What follows belongs to an exercise in optimizing a design on an open flow for small area; a production flow would make more cautious choices. Only simulation tests tie the RTL to the original design; equivalence was not proved. No driver is modelled on the clock port, so clocking that relies on it looks cheaper here than on a real chip. Power and IR drop assume default switching activity.

==> flow/design.v <==
`default_nettype none
`timescale 1ns/1ns
module generator #(
    parameter   [31:0]  BASE_ADDRESS    = 32'h3000_0000,
    parameter   [15:0]  PERIOD          = 16'd8,
    parameter   [7:0]   RAM_END_ADDR    = 8'd0
)(
    input wire          caravel_wb_clk_i,        
    input wire          caravel_wb_rst_i,        
    input wire          caravel_wb_stb_i,        
    input wire          caravel_wb_cyc_i,        
    input wire          caravel_wb_we_i,         
    input wire  [3:0]   caravel_wb_sel_i,        
    input wire  [31:0]  caravel_wb_dat_i,        
    input wire  [31:0]  caravel_wb_adr_i,        
    output reg          caravel_wb_ack_o,        
    output wire [31:0]  caravel_wb_dat_o,        
    output wire         rambus_wb_rst_o,         
    output wire         rambus_wb_stb_o,         
    output wire         rambus_wb_cyc_o,         
    output wire         rambus_wb_we_o,          
    output wire [3:0]   rambus_wb_sel_o,         
    output wire [31:0]  rambus_wb_dat_o,         
    output reg  [7:0]   rambus_wb_adr_o,         
    input wire          rambus_wb_ack_i,         
    input wire  [31:0]  rambus_wb_dat_i,         
    output reg  [7:0]   dac,
    output wire         dbg_ram_addr_zero,
    output wire         dbg_state_run,
    output wire         dbg_dac_start,
    output wire         dbg_ram_wb_stb,
    output wire         dbg_caravel_wb_stb
);
    wire clk   = caravel_wb_clk_i;
    wire reset = caravel_wb_rst_i;
    wire nrst  = ~reset;
    wire adr_match = caravel_wb_adr_i == BASE_ADDRESS;
    wire bus_acc   = caravel_wb_stb_i & caravel_wb_cyc_i & adr_match;
    wire bus_wr    = bus_acc &  caravel_wb_we_i;
    wire bus_rd    = bus_acc & ~caravel_wb_we_i;
    reg [15:0] period;
    reg [7:0]  ram_end_addr;
    reg        run;
    wire [24:0] cfg     = {run, ram_end_addr, period};
    wire        wr_ld   = nrst & bus_wr;
    wire        wr_hd   = nrst & ~bus_wr;
    wire [24:0] cfg_ao;
    gen_ao22 #(25) u_cfg (.a(caravel_wb_dat_i[24:0]), .sa(wr_ld), .b(cfg), .sb(wr_hd), .y(cfg_ao));
    always @(posedge clk)
        {run, ram_end_addr, period} <= {cfg_ao[24:4], cfg_ao[3] | reset, cfg_ao[2:0]};
    reg [24:0] rd_data;
    wire rd_ld = nrst & bus_rd;
    wire rd_hd = nrst & ~bus_rd;
    wire [24:0] rd_nx;
    gen_ao22 #(25) u_rd (.a(cfg), .sa(rd_ld), .b(rd_data), .sb(rd_hd), .y(rd_nx));
    always @(posedge clk)
        rd_data <= rd_nx;
    assign caravel_wb_dat_o = {7'd0, rd_data};
    always @(posedge clk)
        caravel_wb_ack_o <= nrst & caravel_wb_stb_i & adr_match;
    reg        running;
    reg        upd;
    reg        dac_start_q;
    reg [1:0]  byte_count;
    reg [15:0] wait_cnt;             
    wire [16:0] wait_z;
    assign wait_z[0] = 1'b1;
    genvar gi;
    generate for (gi = 0; gi < 16; gi = gi + 1) begin : g_dec
        assign wait_z[gi+1] = wait_z[gi] & ~wait_cnt[gi];
    end endgenerate
    wire [15:0] wait_nx;
    gen_ldx #(16) u_wait (.a(period), .sa(upd), .b(wait_cnt), .t(wait_z[15:0]), .y(wait_nx));
    always @(posedge clk) begin
        dac_start_q <= upd;
        wait_cnt    <= wait_nx;
        running     <= nrst & (running | run);
        upd         <= nrst & (running ? (~upd & (wait_cnt == 16'd2)) : run);
        byte_count  <= {2{nrst}} & {byte_count[1] ^ (byte_count[0] & upd), byte_count[0] ^ upd};
    end
    wire fetch_next = dac_start_q & byte_count[1] & ~byte_count[0];
    reg        init;
    reg        req;
    reg [7:0]  ram_address;
    wire s_init  = init & ~req;
    wire s_first = init &  req;
    wire s_wait  = ~init & ~req;
    wire s_ack   = ~init &  req;
    wire fetch   = s_first | (s_wait & fetch_next);
    wire got     = s_ack & rambus_wb_ack_i;
    wire [8:0] ra_c;
    assign ra_c[0] = 1'b1;
    generate for (gi = 0; gi < 8; gi = gi + 1) begin : g_inc
        assign ra_c[gi+1] = ra_c[gi] & ram_address[gi];
    end endgenerate
    wire [7:0] ra_inc  = ram_address ^ ra_c[7:0];
    wire       ra_wrap = ra_inc == ram_end_addr;
    wire       ra_ld   = nrst & ((s_init & ~ram_address[3]) | (fetch & ~ra_wrap));
    wire       ra_hd   = nrst & ~s_init & ~fetch;
    wire       ad_ld   = nrst & fetch;
    wire       ad_hd   = nrst & ~fetch;
    wire [7:0] ra_nx, ad_nx;
    gen_ao22 #(8) u_ra (.a(ra_inc), .sa(ra_ld), .b(ram_address), .sb(ra_hd), .y(ra_nx));
    gen_ao22 #(8) u_ad (.a(ram_address), .sa(ad_ld), .b(rambus_wb_adr_o), .sb(ad_hd), .y(ad_nx));
    always @(posedge clk) begin
        init            <= reset | s_init;
        req             <= nrst & ((s_init & ram_address[3]) | fetch | (s_ack & ~rambus_wb_ack_i));
        ram_address     <= ra_nx;
        rambus_wb_adr_o <= ad_nx;
    end
    reg [31:0] dac_data;
    reg [31:0] dac_data_buf;
    wire g_ld = nrst & got;                  
    wire g_hd = nrst & ~got;
    wire b_sh = nrst & ~got & upd;           
    wire b_hd = nrst & ~got & ~upd;
    wire d_ld = nrst & upd;
    wire d_hd = nrst & ~upd;
    wire [31:0] dd_nx, buf_nx;
    wire [7:0]  dac_nx;
    gen_ao22  #(32) u_dd   (.a(rambus_wb_dat_i), .sa(g_ld), .b(dac_data), .sb(g_hd), .y(dd_nx));
    gen_ao22  #(8)  u_bufh (.a(dac_data[31:24]), .sa(g_ld), .b(dac_data_buf[31:24]), .sb(b_hd),
                            .y(buf_nx[31:24]));
    gen_ao222 #(24) u_bufl (.a(dac_data[23:0]), .sa(g_ld), .b(dac_data_buf[31:8]), .sb(b_sh),
                            .c(dac_data_buf[23:0]), .sc(b_hd), .y(buf_nx[23:0]));
    gen_ao22  #(8)  u_dac  (.a(dac_data_buf[7:0]), .sa(d_ld), .b(dac), .sb(d_hd), .y(dac_nx));
    always @(posedge clk) begin
        dac_data     <= dd_nx;
        dac_data_buf <= buf_nx;
        dac          <= dac_nx;
    end
    assign rambus_wb_stb_o    = s_ack;
    assign rambus_wb_cyc_o    = s_ack;
    assign rambus_wb_rst_o    = reset | s_init;
    assign rambus_wb_we_o     = 1'b0;
    assign rambus_wb_sel_o    = 4'b1111;
    assign rambus_wb_dat_o    = 32'd0;
    assign dbg_ram_addr_zero  = ram_address == 8'd0;
    assign dbg_state_run      = run;
    assign dbg_dac_start      = dac_start_q;
    assign dbg_ram_wb_stb     = s_ack;
    assign dbg_caravel_wb_stb = caravel_wb_stb_i;
endmodule
module gen_ao22 #(
    parameter W = 1
)(
    input  wire [W-1:0] a,
    input  wire         sa,
    input  wire [W-1:0] b,
    input  wire         sb,
    output wire [W-1:0] y
);
    assign y = ({W{sa}} & a) | ({W{sb}} & b);
endmodule
module gen_ao222 #(
    parameter W = 1
)(
    input  wire [W-1:0] a,
    input  wire         sa,
    input  wire [W-1:0] b,
    input  wire         sb,
    input  wire [W-1:0] c,
    input  wire         sc,
    output wire [W-1:0] y
);
    assign y = ({W{sa}} & a) | ({W{sb}} & b) | ({W{sc}} & c);
endmodule
module gen_ldx #(
    parameter W = 1
)(
    input  wire [W-1:0] a,
    input  wire         sa,
    input  wire [W-1:0] b,
    input  wire [W-1:0] t,
    output wire [W-1:0] y
);
    assign y = sa ? a : (b ^ t);
endmodule
Settings: LEC_CHECK=0, CAP_MARGIN=0, CORE_MARGIN=2, CORE_UTILIZATION=85, PLACE_DENSITY=0.9, SLEW_MARGIN=0, SYNTH_HIERARCHICAL=1, SYNTH_MINIMUM_KEEP_SIZE=0; clock period 10.0 ns.
standard.sh (not shown) runs the stock make flow with config.mk's settings and CLKGATE_MAP_FILE= SYNTH_SCRIPT=/design/flow/synth_recipe.tcl, a recipe that flattens the netlist after the stock synthesis.
==> flow/flow/run.sh <==
#!/bin/bash
# Own layout flow: the standard flow (standard synthesis unchanged), with
# minimum-size port buffers, one shared tie cell, combinational cells at their
# smallest size after floorplan, and a clock tree of small buffers, upsized
# where their slew is high.
set -euo pipefail
here=$(pwd)
export BUFFER_PORTS_ARGS="-buffer_cell sky130_fd_sc_hd__buf_1"
export CTS_ARGS="-sink_clustering_enable -repair_clock_nets -dont_use_dummy_load -buf_list sky130_fd_sc_hd__clkbuf_4 -root_buf sky130_fd_sc_hd__clkbuf_8"
export POST_FLOORPLAN_TCL=$here/flow/post_floorplan.tcl
export POST_CTS_TCL=$here/flow/post_cts.tcl
bash standard.sh > standard.log 2>&1
Other scripts of this flow, unchanged in this note and not shown: flow/flow/post_cts.tcl, flow/flow/post_floorplan.tcl
Then changed:
--- a/flow/design.v
+++ b/flow/design.v
@@ -69,9 +69,11 @@
     generate for (gi = 0; gi < 16; gi = gi + 1) begin : g_dec
         assign wait_z[gi+1] = wait_z[gi] & ~wait_cnt[gi];
     end endgenerate
     wire [15:0] wait_nx;
-    gen_ldx #(16) u_wait (.a(period), .sa(upd), .b(wait_cnt), .t(wait_z[15:0]), .y(wait_nx));
+    gen_ldx #(15) u_wait (.a(period[15:1]), .sa(upd), .b(wait_cnt[15:1]), .t(wait_z[15:1]),
+                          .y(wait_nx[15:1]));
+    assign wait_nx[0] = upd ? period[0] : ~wait_cnt[0];
     always @(posedge clk) begin
         dac_start_q <= upd;
         wait_cnt    <= wait_nx;
         running     <= nrst & (running | run);
- non-clock buffer count grows by 2
- routed wire length grows by a few percent
- clock power grows slightly
- sequential power grows slightly
- power grows by a few percent
- sequential share of layout area shrinks by 0.19 points
- combinational power grows by a quarter to a third

afterwards: timing with drivers on the ports:
In the flow no input, the clock included, has a driving cell. The finished layouts below were timed again as built, in two steps. Step 1, drivers: a clkbuf_16 drives caravel_wb_clk_i and a buf_2 each remaining input, both assumed. Step 2 also shifts input and output timing later by t, the mid clock arrival at the registers, as if the neighbouring blocks saw the same clock. Slacks: no drivers / after step 1 / after step 2; pairs: no drivers / after step 1.
run	t, ns	setup slack, ns	worst register clock-pin slew, ns	worst slew at a driven data input, ns	cell pins on the clock port's net
the first run	0.435	5.332 / 5.302 / 5.302	0.11 / 0.11	0.06	1
the second run	0.440	5.274 / 5.242 / 5.242	0.12 / 0.12	0.05	1
After both steps every run listed still meets setup and hold. The setup slack of the second run, which loses most, moves by -0.032 ns with the drivers and by -0.032 ns with both steps.
